Context: an optimization exercise on an open-source flow, tuned for small area. The choices shown serve that exercise and are no tape-out recipe. Where RTL was checked, it was by simulation tests only, not by an equivalence proof against the original. Power is estimated from default activity; no workload was simulated.

==> flow/design.v <==
module simple_spi_wb_bridge (
    input wire clk,
    input wire rst,
    input wire spi_sclk,
    input wire spi_mosi,
    output wire spi_miso,
    input wire spi_cs_n,
    output reg [15:0] wb_adr_o,
    output wire [7:0] wb_dat_o,
    input wire [7:0] wb_dat_i,
    output wire wb_we_o,
    output wire wb_cyc_o,
    output wire wb_stb_o,
    input wire wb_ack_i
);
    reg spi_sclk_d1, spi_sclk_d2, spi_sclk_d3;
    always @(posedge clk) begin
        spi_sclk_d1 <= spi_sclk;
        spi_sclk_d2 <= spi_sclk_d1;
        spi_sclk_d3 <= spi_sclk_d2;
    end
    wire spi_cs_active = !spi_cs_n;
    wire sclk_rise = spi_sclk_d2 && !spi_sclk_d3;
    reg       kind;
    reg [4:0] pos;
    reg [7:0] shift;        
    reg       start;        
    reg       cyc;
    wire in_byte1 = (pos[4:3] == 2'd0);
    wire in_byte4 = (pos[4:3] == 2'd3);
    wire tx_phase = !kind && in_byte4;
    assign spi_miso = !tx_phase | shift[7];
    assign wb_dat_o = shift;
    assign wb_we_o  = kind;
    assign wb_cyc_o = cyc;
    assign wb_stb_o = cyc;
    always @(posedge clk) begin
        if (!spi_cs_active) begin
            pos <= 5'd0;
            kind <= 1'b0;
        end else if (sclk_rise && !(kind && in_byte1)) begin
            pos <= pos + 5'd1;
            if (in_byte1 || pos == 5'd31)
                kind <= in_byte1 ? spi_mosi : 1'b1;
        end
    end
    always @(posedge clk) begin
        start <= spi_cs_active && sclk_rise &&
                 (kind ? (pos == 5'd31) : (pos == 5'd23));
    end
    always @(posedge clk or posedge rst) begin
        if (rst)
            cyc <= 1'b0;
        else if (start)
            cyc <= 1'b1;
        else if (wb_ack_i)
            cyc <= 1'b0;
    end
    always @(posedge clk) begin
        if (wb_ack_i)
            shift <= wb_dat_i;
        else if (sclk_rise)
            shift <= {shift[6:0], spi_mosi};
    end
    always @(posedge clk) begin
        if (sclk_rise && !(kind && in_byte4))
            wb_adr_o <= {wb_adr_o[14:0], spi_mosi};
    end
endmodule
==> flow/config.mk <==
export PLATFORM = sky130hd
export DESIGN_NAME = simple_spi_wb_bridge
export DESIGN_NICKNAME = simple_spi_wb_bridge
export VERILOG_FILES = /design/flow/design.v
export SDC_FILE = /design/flow/constraint.sdc
export NUM_CORES = 4
export LEC_CHECK = 0
export CAP_MARGIN = 20
export CORE_MARGIN = 2
export CORE_UTILIZATION = 40
export SLEW_MARGIN = 20
==> flow/constraint.sdc <==
create_clock -name core_clock -period 5.0 [get_ports {clk}]
set_input_delay 1.0000 -clock core_clock [delete_from_list [all_inputs] [get_ports {clk}]]
set_output_delay 1.0000 -clock core_clock [all_outputs]
set_load 0.01 [all_outputs]
standard.sh (not shown) runs the stock make flow with config.mk's settings and CLKGATE_MAP_FILE= SYNTH_SCRIPT=/design/flow/synth_recipe.tcl, a recipe that flattens the netlist after the stock synthesis.
==> flow/flow/run.sh <==
#!/bin/bash
# Standard layout, with the port buffers made from the smallest buffer cell.
set -o pipefail
bash standard.sh finish "BUFFER_PORTS_ARGS=-buffer_cell sky130_fd_sc_hd__buf_1" > standard.log 2>&1
Rerun with:
--- a/flow/design.v
+++ b/flow/design.v
@@ -22,13 +22,13 @@
     wire spi_cs_active = !spi_cs_n;
     wire sclk_rise = spi_sclk_d2 && !spi_sclk_d3;
     reg       kind;
-    reg [4:0] pos;
+    reg [1:0] byte_idx;
+    reg [2:0] bit_count;
     reg [7:0] shift;        
     reg       start;        
     reg       cyc;
-    wire in_byte1 = (pos[4:3] == 2'd0);
-    wire in_byte4 = (pos[4:3] == 2'd3);
-    wire tx_phase = !kind && in_byte4;
+    wire last_bit = (bit_count == 3'd7);
+    wire tx_phase = !kind && (byte_idx == 2'd3);
     assign spi_miso = !tx_phase | shift[7];
     assign wb_dat_o = shift;
     assign wb_we_o  = kind;
@@ -36,17 +36,25 @@
     assign wb_stb_o = cyc;
     always @(posedge clk) begin
         if (!spi_cs_active) begin
-            pos <= 5'd0;
+            bit_count <= 3'd0;
             kind <= 1'b0;
-        end else if (sclk_rise && !(kind && in_byte1)) begin
-            pos <= pos + 5'd1;
-            if (in_byte1 || pos == 5'd31)
-                kind <= in_byte1 ? spi_mosi : 1'b1;
+            byte_idx <= 2'd0;
+        end else if (sclk_rise) begin
+            bit_count <= bit_count + 3'd1;
+            if (byte_idx == 2'd0) begin
+                if (!kind) begin
+                    kind <= spi_mosi;
+                    if (last_bit)
+                        byte_idx <= 2'd1;
+                end
+            end else if (last_bit && !tx_phase) begin
+                byte_idx <= byte_idx + 2'd1;
+            end
         end
     end
     always @(posedge clk) begin
-        start <= spi_cs_active && sclk_rise &&
-                 (kind ? (pos == 5'd31) : (pos == 5'd23));
+        start <= spi_cs_active && sclk_rise && last_bit &&
+                 (kind ? (byte_idx == 2'd3) : (byte_idx == 2'd2));
     end
     always @(posedge clk or posedge rst) begin
         if (rst)
@@ -63,7 +71,7 @@
             shift <= {shift[6:0], spi_mosi};
     end
     always @(posedge clk) begin
-        if (sclk_rise && !(kind && in_byte4))
+        if (sclk_rise && !(kind && byte_idx == 2'd3))
             wb_adr_o <= {wb_adr_o[14:0], spi_mosi};
     end
 endmodule
Effect: The changed run produced a clean layout. Cell count came out lower by about 2.8%. Setup slack loses 0.35 ns. Non-clock buffer count does not change. Register-to-register slack gets worse by 0.04 ns. Area after synthesis went down by 1.1%. Routed wire length increases by 0.63%. Die area goes down by about 1%.
The RTL of the second run of this note was laid out without a check of its function.

---

// simple_spi_wb_bridge: RTL as listed in full above, without the edits since
Settings: LEC_CHECK=0, CAP_MARGIN=20, CORE_MARGIN=2, CORE_UTILIZATION=40, SLEW_MARGIN=20; clock period 5.0 ns.
==> flow/flow/run.sh <==
#!/bin/bash
# The standard layout (standard.sh), with three changes:
# - synthesis maps the combinational logic with an area-oriented abc script
#   (flow/synth.tcl, flow/area.abc); registers are mapped as in the standard
#   synthesis;
# - the port buffers are the smallest buffer cell;
# - the clock tree gets no dummy loads.
# Each tool's log is in orfs/logs/; make's own output is in standard.log.
set -o pipefail
here=$(pwd)
export AREA_ABC_SCRIPT=$here/flow/area.abc
bash standard.sh finish \
  "SYNTH_SCRIPT=$here/flow/synth.tcl" \
  "AREA_ABC_SCRIPT=$here/flow/area.abc" \
  "BUFFER_PORTS_ARGS=-buffer_cell sky130_fd_sc_hd__buf_1" \
  "CTS_ARGS=-sink_clustering_enable -repair_clock_nets -dont_use_dummy_load" \
  > standard.log 2>&1
==> flow/flow/area.abc <==
strash
balance
rewrite
refactor
balance
rewrite
rewrite -z
balance
refactor -z
rewrite -z
balance
balance
rewrite
refactor
balance
rewrite
rewrite -z
balance
refactor -z
rewrite -z
balance
dch -f
amap
topo
==> flow/flow/synth.tcl <==
# The standard synthesis (synth_recipe.tcl), with the combinational logic
# mapped by an area-oriented abc script. Registers are mapped by dfflibmap
# before abc runs, exactly as in the standard synthesis.
proc synth {args} { yosys synth -nofsm -noshare {*}$args }
proc abc {args} {
  set i [lsearch -exact $args -script]
  if {$i >= 0} { set args [lreplace $args $i [expr {$i + 1}] -script $::env(AREA_ABC_SCRIPT)] }
  yosys abc {*}$args
}
source $::env(SCRIPTS_DIR)/synth.tcl
# left out here: clear keep_hierarchy, flatten, clean up, hide names made inside functions, write 1_2_yosys.v
The starting point ran to the end with no violations.
Then changed:
--- a/flow/design.v
+++ b/flow/design.v
@@ -34,19 +34,22 @@
     assign wb_we_o  = kind;
     assign wb_cyc_o = cyc;
     assign wb_stb_o = cyc;
+    wire pos_clear = !spi_cs_active || (kind && in_byte1);
     always @(posedge clk) begin
-        if (!spi_cs_active) begin
+        if (pos_clear)
             pos <= 5'd0;
-            kind <= 1'b0;
-        end else if (sclk_rise && !(kind && in_byte1)) begin
+        else if (sclk_rise)
             pos <= pos + 5'd1;
-            if (in_byte1 || pos == 5'd31)
-                kind <= in_byte1 ? spi_mosi : 1'b1;
-        end
     end
     always @(posedge clk) begin
-        start <= spi_cs_active && sclk_rise &&
-                 (kind ? (pos == 5'd31) : (pos == 5'd23));
+        if (!spi_cs_active)
+            kind <= 1'b0;
+        else if (sclk_rise && ((in_byte1 && spi_mosi) || pos == 5'd31))
+            kind <= 1'b1;
+    end
+    always @(posedge clk) begin
+        start <= spi_cs_active && sclk_rise && (pos[4] && pos[2] && pos[1] && pos[0]) &&
+                 (kind == pos[3]);
     end
     always @(posedge clk or posedge rst) begin
         if (rst)
What happened: Area after synthesis drops slightly. Setup slack is better by 0.33 ns. Routed wire length fell by roughly a tenth. Flip-flop and latch count does not change. Total power is about the same. Clock skew is higher by 0.015 ns. Utilization drops by 0.38 points. Cell area went down slightly. Fmax went up by about a fifth. Final cell count went up slightly. Clock power stays flat. Critical path depth rises by 1. Clock-buffer cell count stays the same.

-- separate check: timing with driven ports --
The flow's constraints put no driver on any port. The routed layouts listed below were extracted and timed again, unchanged, in two steps.
Step 1 sets driving cells, clkbuf_16 on the clock port and buf_2 on the other inputs (assumed; they add their load-dependent delay and slew).
Step 2 also shifts input and output timing later by t, the mid clock arrival at the registers, as if the neighbouring blocks saw the same clock.
a / b / c = no drivers / after step 1 / after step 2; a / b = the first two.
| run | shift t [ns] | slack for setup (ns) | hold slack, ns | latest minus earliest clock arrival (ns) | worst slew at a driven data input, ns |
|---|---|---|---|---|---|
| the first run of note 1 | 0.343 | 2.890 / 2.871 / 2.900 | 0.339 / 0.339 / 0.339 | 0.008 / 0.007 | 0.03 |
| the second run of note 1 | 0.347 | 2.536 / 2.516 / 2.863 | 0.338 / 0.338 / 0.338 | 0.004 / 0.004 | 0.03 |
| the first run of note 2 | 0.338 | 2.439 / 2.417 / 2.641 | 0.334 / 0.334 / 0.334 | 0.010 / 0.010 | 0.04 |
| the second run of note 2 | 0.338 | 2.770 / 2.749 / 2.668 | 0.330 / 0.330 / 0.330 | 0.025 / 0.024 | 0.03 |
After both steps every run listed still meets setup and hold. For the second run of note 2, which loses most, drivers alone change the setup slack by -0.021 ns; drivers and shift together by -0.102 ns.
